Context: an optimization exercise on an open-source flow, tuned for small area and a short achievable clock period. The choices shown serve that exercise and are no tape-out recipe.
At most, simulation tests tie the RTL to the original design; equivalence was not proved.
Power and IR drop assume default switching activity.

==> sierra <==
## alu64_sync
module alu64_sync(
    input clk,
    input en,
    input MD,
    input [2:0] OP,
    input [63:0] R1,
    input [63:0] R2,
    output reg EQ,
    output reg GT,
    output reg LT,
    output reg OVR,
    output reg [63:0] Q
    );
==> flow/config.mk <==
export PLATFORM = sky130hd
export DESIGN_NAME = alu64_sync
export DESIGN_NICKNAME = alu64_sync
export VERILOG_FILES = /design/flow/design.v
export SDC_FILE = /design/flow/constraint.sdc
export NUM_CORES = 4
export LEC_CHECK = 0
export ABC_AREA = 1
export CAP_MARGIN = 20
export CORE_MARGIN = 2
export CORE_UTILIZATION = 40
export SETUP_SLACK_MARGIN = 1.5
export SLEW_MARGIN = 20
==> flow/constraint.sdc <==
create_clock -name core_clock -period 4.0 [get_ports {clk}]
set_input_delay 0.8000 -clock core_clock [delete_from_list [all_inputs] [get_ports {clk}]]
set_output_delay 0.8000 -clock core_clock [all_outputs]
set_load 0.01 [all_outputs]
standard.sh (not shown) runs the stock make flow with config.mk's settings and CLKGATE_MAP_FILE= SYNTH_SCRIPT=/design/flow/synth_recipe.tcl, a recipe that flattens the netlist after the stock synthesis.
==> flow/flow/run.sh <==
#!/bin/bash
# Standard ORFS layout (the standard.sh), with the port buffers made from the
# smallest buffer cell instead of the one buffer_ports picks by default.
set -euo pipefail
bash standard.sh BUFFER_PORTS_ARGS="-buffer_cell sky130_fd_sc_hd__buf_1" finish > standard.log 2>&1
==> xenon (differences from sierra) <==
--- a/flow/design.v
+++ b/flow/design.v
@@ -578,31 +578,30 @@
 		else
 		begin
 			out = XD;
 		end
 	end
 endmodule
 `timescale 1ns / 1ps
-module alu64(en, MD, OP, R1, R2, D, V, FILL, REV, ADD, BC, SLT, SGT, LT0, EQ0, EQ1, OVR);
+module alu64(en, MD, OP, R1, R2, D, V, FILL, REV, ADD, BC, SLT, SGT, LT, EQ, OVR);
     input en;
     input MD;
     input [2:0] OP;
     input [63:0] R1;
     input [63:0] R2;
     output [63:0] D;       
     output [5:0] V;        
     output FILL;           
     output REV;            
     output ADD;            
     output [15:1] BC;       
     output SLT;            
     output SGT;            
-    output LT0;            
-    output EQ0;            
-    output EQ1;            
+    output LT;
+    output EQ;
     output OVR;
     wire [63:0] a = R1;
     wire [63:0] b = R2;
     wire [63:0] p = a ^ b ^ {64{MD}};    
     wire [63:0] g = a & ~p;              
     wire [63:0] cl;    
     wire g0c = g[0] | (p[0] & MD);
@@ -1012,17 +1011,16 @@
     wire CL4_1 = CL3_3 | (CE3_3 & CL3_2);
     wire CE4_1 = CE3_3 & CE3_2;
     wire CL5_0 = CL4_1 | (CE4_1 & CL4_0);
     wire CE5_0 = CE4_1 & CE4_0;
     wire lt0 = CL5_0;
     wire eq0 = CE5_0;
     wire eq1 = &p;
-    assign LT0 = lt0;
-    assign EQ0 = eq0;
-    assign EQ1 = eq1;
+    assign LT = MD ? ~OVR : lt0;
+    assign EQ = MD ? eq1 : eq0;
     wire s_add = en & (OP == 3'b000);
     wire s_shl = en & (OP == 3'b001);
     wire s_shr = en & (OP == 3'b101);
     wire op_x = en & (OP == 3'b100);
     wire op_o = en & (OP == 3'b110);
     wire op_a = en & (OP == 3'b111);
     wire pas = ~en;
@@ -1132,45 +1130,41 @@
     output reg GT,
     output reg LT,
     output reg OVR,
     output reg [63:0] Q
     );
 	reg [63:0] D_r;
 	reg [5:1] V_r;
-	reg FILL_r, REV_r, ADD_r, SLT_r, SGT_r, LT0_r, EQ0_r, EQ1_r, MD_r, OVR_r;
+	reg FILL_r, REV_r, ADD_r, SLT_r, SGT_r, LT_r, EQ_r, OVR_r;
 	reg [15:1] BC_r;
 	wire [63:0] D_w, S_w;
 	wire [5:0] V_w;
-	wire FILL_w, REV_w, ADD_w, SLT_w, SGT_w, LT0_w, EQ0_w, EQ1_w, OVR_w;
+	wire FILL_w, REV_w, ADD_w, SLT_w, SGT_w, LT_w, EQ_w, OVR_w;
 	wire [15:1] BC_w;
-	wire LT_r = MD_r ? ~OVR_r : LT0_r;
-	wire EQ_r = MD_r ? EQ1_r : EQ0_r;
 	wire GT_1 = ~(LT_r | EQ_r);
 	always @(posedge clk)
 	begin
 		D_r <= D_w;
 		V_r <= V_w[5:1];
 		FILL_r <= FILL_w;
 		REV_r <= REV_w;
 		ADD_r <= ADD_w;
 		BC_r <= BC_w;
 		SLT_r <= SLT_w;
 		SGT_r <= SGT_w;
-		LT0_r <= LT0_w;
-		EQ0_r <= EQ0_w;
-		EQ1_r <= EQ1_w;
-		MD_r <= MD;
+		LT_r <= LT_w;
+		EQ_r <= EQ_w;
 		OVR_r <= OVR_w;
 		EQ <= EQ_r;
 		GT <= GT_1;
 		LT <= LT_r;
 		OVR <= OVR_r;
 		Q <= {S_w[63:1], S_w[0] | (SLT_r & LT_r) | (SGT_r & GT_1)};
 	end
 	alu64 u_front (
 		.en(en), .MD(MD), .OP(OP), .R1(R1), .R2(R2),
 		.D(D_w), .V(V_w), .FILL(FILL_w), .REV(REV_w), .ADD(ADD_w), .BC(BC_w),
-		.SLT(SLT_w), .SGT(SGT_w), .LT0(LT0_w), .EQ0(EQ0_w), .EQ1(EQ1_w), .OVR(OVR_w));
+		.SLT(SLT_w), .SGT(SGT_w), .LT(LT_w), .EQ(EQ_w), .OVR(OVR_w));
 	shift64 u_back (
 		.D(D_r), .V({V_r, 1'b0}), .FILL(FILL_r), .REV(REV_r), .ADD(ADD_r), .BC(BC_r),
 		.S(S_w));
 endmodule
==> flow/config.mk (replaced) <==
export PLATFORM = sky130hd
export DESIGN_NAME = alu64_sync
export DESIGN_NICKNAME = alu64_sync
export VERILOG_FILES = /design/flow/design.v
export SDC_FILE = /design/flow/constraint.sdc
export NUM_CORES = 4
export LEC_CHECK = 0
export ABC_AREA = 1
export CAP_MARGIN = 5
export CORE_MARGIN = 2
export CORE_UTILIZATION = 50
export CTS_BUF_LIST = sky130_fd_sc_hd__clkbuf_4 sky130_fd_sc_hd__clkbuf_8
export SETUP_SLACK_MARGIN = 1.7
export SLEW_MARGIN = 5
==> onyx (differences from sierra) <==
--- a/flow/design.v
+++ b/flow/design.v
@@ -578,31 +578,30 @@
 		else
 		begin
 			out = XD;
 		end
 	end
 endmodule
 `timescale 1ns / 1ps
-module alu64(en, MD, OP, R1, R2, D, V, FILL, REV, ADD, BC, SLT, SGT, LT0, EQ0, EQ1, OVR);
+module alu64(en, MD, OP, R1, R2, D, V, FILL, REV, ADD, BC, SLT, SGT, LT, EQ, OVR);
     input en;
     input MD;
     input [2:0] OP;
     input [63:0] R1;
     input [63:0] R2;
     output [63:0] D;       
     output [5:0] V;        
     output FILL;           
     output REV;            
     output ADD;            
     output [15:1] BC;       
     output SLT;            
     output SGT;            
-    output LT0;            
-    output EQ0;            
-    output EQ1;            
+    output LT;
+    output EQ;
     output OVR;
     wire [63:0] a = R1;
     wire [63:0] b = R2;
     wire [63:0] p = a ^ b ^ {64{MD}};    
     wire [63:0] g = a & ~p;              
     wire [63:0] cl;    
     wire g0c = g[0] | (p[0] & MD);
@@ -1012,17 +1011,16 @@
     wire CL4_1 = CL3_3 | (CE3_3 & CL3_2);
     wire CE4_1 = CE3_3 & CE3_2;
     wire CL5_0 = CL4_1 | (CE4_1 & CL4_0);
     wire CE5_0 = CE4_1 & CE4_0;
     wire lt0 = CL5_0;
     wire eq0 = CE5_0;
     wire eq1 = &p;
-    assign LT0 = lt0;
-    assign EQ0 = eq0;
-    assign EQ1 = eq1;
+    assign LT = MD ? ~OVR : lt0;
+    assign EQ = MD ? eq1 : eq0;
     wire s_add = en & (OP == 3'b000);
     wire s_shl = en & (OP == 3'b001);
     wire s_shr = en & (OP == 3'b101);
     wire op_x = en & (OP == 3'b100);
     wire op_o = en & (OP == 3'b110);
     wire op_a = en & (OP == 3'b111);
     wire pas = ~en;
@@ -1132,45 +1130,41 @@
     output reg GT,
     output reg LT,
     output reg OVR,
     output reg [63:0] Q
     );
 	reg [63:0] D_r;
 	reg [5:1] V_r;
-	reg FILL_r, REV_r, ADD_r, SLT_r, SGT_r, LT0_r, EQ0_r, EQ1_r, MD_r, OVR_r;
+	reg FILL_r, REV_r, ADD_r, SLT_r, SGT_r, LT_r, EQ_r, OVR_r;
 	reg [15:1] BC_r;
 	wire [63:0] D_w, S_w;
 	wire [5:0] V_w;
-	wire FILL_w, REV_w, ADD_w, SLT_w, SGT_w, LT0_w, EQ0_w, EQ1_w, OVR_w;
+	wire FILL_w, REV_w, ADD_w, SLT_w, SGT_w, LT_w, EQ_w, OVR_w;
 	wire [15:1] BC_w;
-	wire LT_r = MD_r ? ~OVR_r : LT0_r;
-	wire EQ_r = MD_r ? EQ1_r : EQ0_r;
 	wire GT_1 = ~(LT_r | EQ_r);
 	always @(posedge clk)
 	begin
 		D_r <= D_w;
 		V_r <= V_w[5:1];
 		FILL_r <= FILL_w;
 		REV_r <= REV_w;
 		ADD_r <= ADD_w;
 		BC_r <= BC_w;
 		SLT_r <= SLT_w;
 		SGT_r <= SGT_w;
-		LT0_r <= LT0_w;
-		EQ0_r <= EQ0_w;
-		EQ1_r <= EQ1_w;
-		MD_r <= MD;
+		LT_r <= LT_w;
+		EQ_r <= EQ_w;
 		OVR_r <= OVR_w;
 		EQ <= EQ_r;
 		GT <= GT_1;
 		LT <= LT_r;
 		OVR <= OVR_r;
 		Q <= {S_w[63:1], S_w[0] | (SLT_r & LT_r) | (SGT_r & GT_1)};
 	end
 	alu64 u_front (
 		.en(en), .MD(MD), .OP(OP), .R1(R1), .R2(R2),
 		.D(D_w), .V(V_w), .FILL(FILL_w), .REV(REV_w), .ADD(ADD_w), .BC(BC_w),
-		.SLT(SLT_w), .SGT(SGT_w), .LT0(LT0_w), .EQ0(EQ0_w), .EQ1(EQ1_w), .OVR(OVR_w));
+		.SLT(SLT_w), .SGT(SGT_w), .LT(LT_w), .EQ(EQ_w), .OVR(OVR_w));
 	shift64 u_back (
 		.D(D_r), .V({V_r, 1'b0}), .FILL(FILL_r), .REV(REV_r), .ADD(ADD_r), .BC(BC_r),
 		.S(S_w));
 endmodule
==> flow/config.mk (replaced) <==
export PLATFORM = sky130hd
export DESIGN_NAME = alu64_sync
export DESIGN_NICKNAME = alu64_sync
export VERILOG_FILES = /design/flow/design.v
export SDC_FILE = /design/flow/constraint.sdc
export NUM_CORES = 4
export LEC_CHECK = 0
export ABC_AREA = 1
export CAP_MARGIN = 20
export CORE_MARGIN = 2
export CORE_UTILIZATION = 50
export CTS_BUF_LIST = sky130_fd_sc_hd__clkbuf_4 sky130_fd_sc_hd__clkbuf_8
export SETUP_SLACK_MARGIN = 1.9
export SLEW_MARGIN = 20
==> notes <==
The highest hold slack belongs to sierra, the lowest to xenon. Against xenon, the synthesized cell count of sierra is higher by about 2.3%. Against sierra, the flip-flop and latch count of xenon is lower by 2. Non-clock buffer count, lowest first: sierra, xenon, onyx. In onyx the setup slack is higher than in xenon, by 0.12 ns. Against sierra, the first-iteration DRC count of onyx is larger by 38%. Critical path depth is the same in xenon and sierra. Final cell count: sierra > onyx > xenon. Fmax: onyx > xenon > sierra. The lowest sequential share of layout area belongs to onyx, the highest to sierra.
==> figures <==
Run status: onyx no timing/DRC/antenna violations; sierra no timing/DRC/antenna violations; xenon no timing/DRC/antenna violations
FF+latch count, synth: onyx 160; sierra 162; xenon 160
Fraction of power consumed by sequential logic: onyx 0.327; sierra 0.339; xenon 0.355
Total Die Area: onyx 32480 um2; sierra 40950 um2; xenon 32480 um2
Setup slack after placement: onyx 1.008 ns; sierra 0.7666 ns; xenon 0.7097 ns
Number of vias per cell after detailed routing: onyx 6.266; sierra 5.829; xenon 6.131
Fraction of area in multi-input gates: onyx 0.6168; sierra 0.6139; xenon 0.6201
Arithmetic-cell share of the synthesized area counting full adders, half adders and majority gates: onyx 0.01209; sierra 0.01192; xenon 0.01209
Number of ordinary inverters in the final layout: onyx 294; sierra 291; xenon 291
Count of filler cells inserted in the layout: onyx 2964; sierra 4255; xenon 3231
Total area of sequential cells: onyx 3213 um2; sierra 3252 um2; xenon 3208 um2
Power share of the combinational group: onyx 0.438; sierra 0.381; xenon 0.410
Overall track demand over capacity in global routing: onyx 0.4039; sierra 0.3340; xenon 0.3953
Capturing instance or port of the critical path: onyx Q[6]; sierra Q[56]; xenon Q[6]
Rows: onyx 64; sierra 72; xenon 64
First drt pass iteration count: onyx 9; sierra 7; xenon 7
Clock transition time at the flip-flop clock pins of the worst setup and hold paths: onyx 0.11 ns; sierra 0.07 ns; xenon 0.11 ns
Synthesized netlist net count: onyx 2930; sierra 2994; xenon 2930
Max-Slew Margin vs Limit: onyx 0.4882; sierra 0.4523; xenon 0.3723
Post-layout min period: onyx 2.168 ns; sierra 2.479 ns; xenon 2.284 ns
Worst R2R Setup Slack: onyx 1.83 ns; sierra 1.52 ns; xenon 1.72 ns
#MultiIn Comb: onyx 2189; sierra 2249; xenon 2189
For sierra, only the layout was checked, not whether the RTL still works.

static timing again, ports no longer ideal:
The results above use ideal ports. As a check the final layouts listed here were re-extracted and re-timed, cells and wires unchanged.
Step 1 (the two cells are an assumption about what drives the block):
set clk [get_ports {clk}]
set_driving_cell -lib_cell sky130_fd_sc_hd__clkbuf_16 $clk
set_driving_cell -lib_cell sky130_fd_sc_hd__buf_2 [delete_from_list [all_inputs] $clk]
Step 2 moves the port delays by t, midway between the first and last clock arrival at a register: inputs arrive t later, outputs are due t later. That takes back most of the time a late clock gives input paths.
a / b / c = ideal ports / drivers / drivers and shift; a / b = the first two.
| run | t, ns | setup WS [ns] | worst setup path after step 2 |
|---|---|---|---|
| sierra | 0.493 | 1.521 / 1.521 / 1.161 | input to register |
| xenon | 0.515 | 1.716 / 1.716 / 1.273 | input to register |
| onyx | 0.531 | 1.832 / 1.800 / 1.269 | input to register |
After both steps every run listed still meets setup and hold. The setup slack of onyx, which loses most, moves by -0.032 ns with the drivers and by -0.563 ns with both steps.
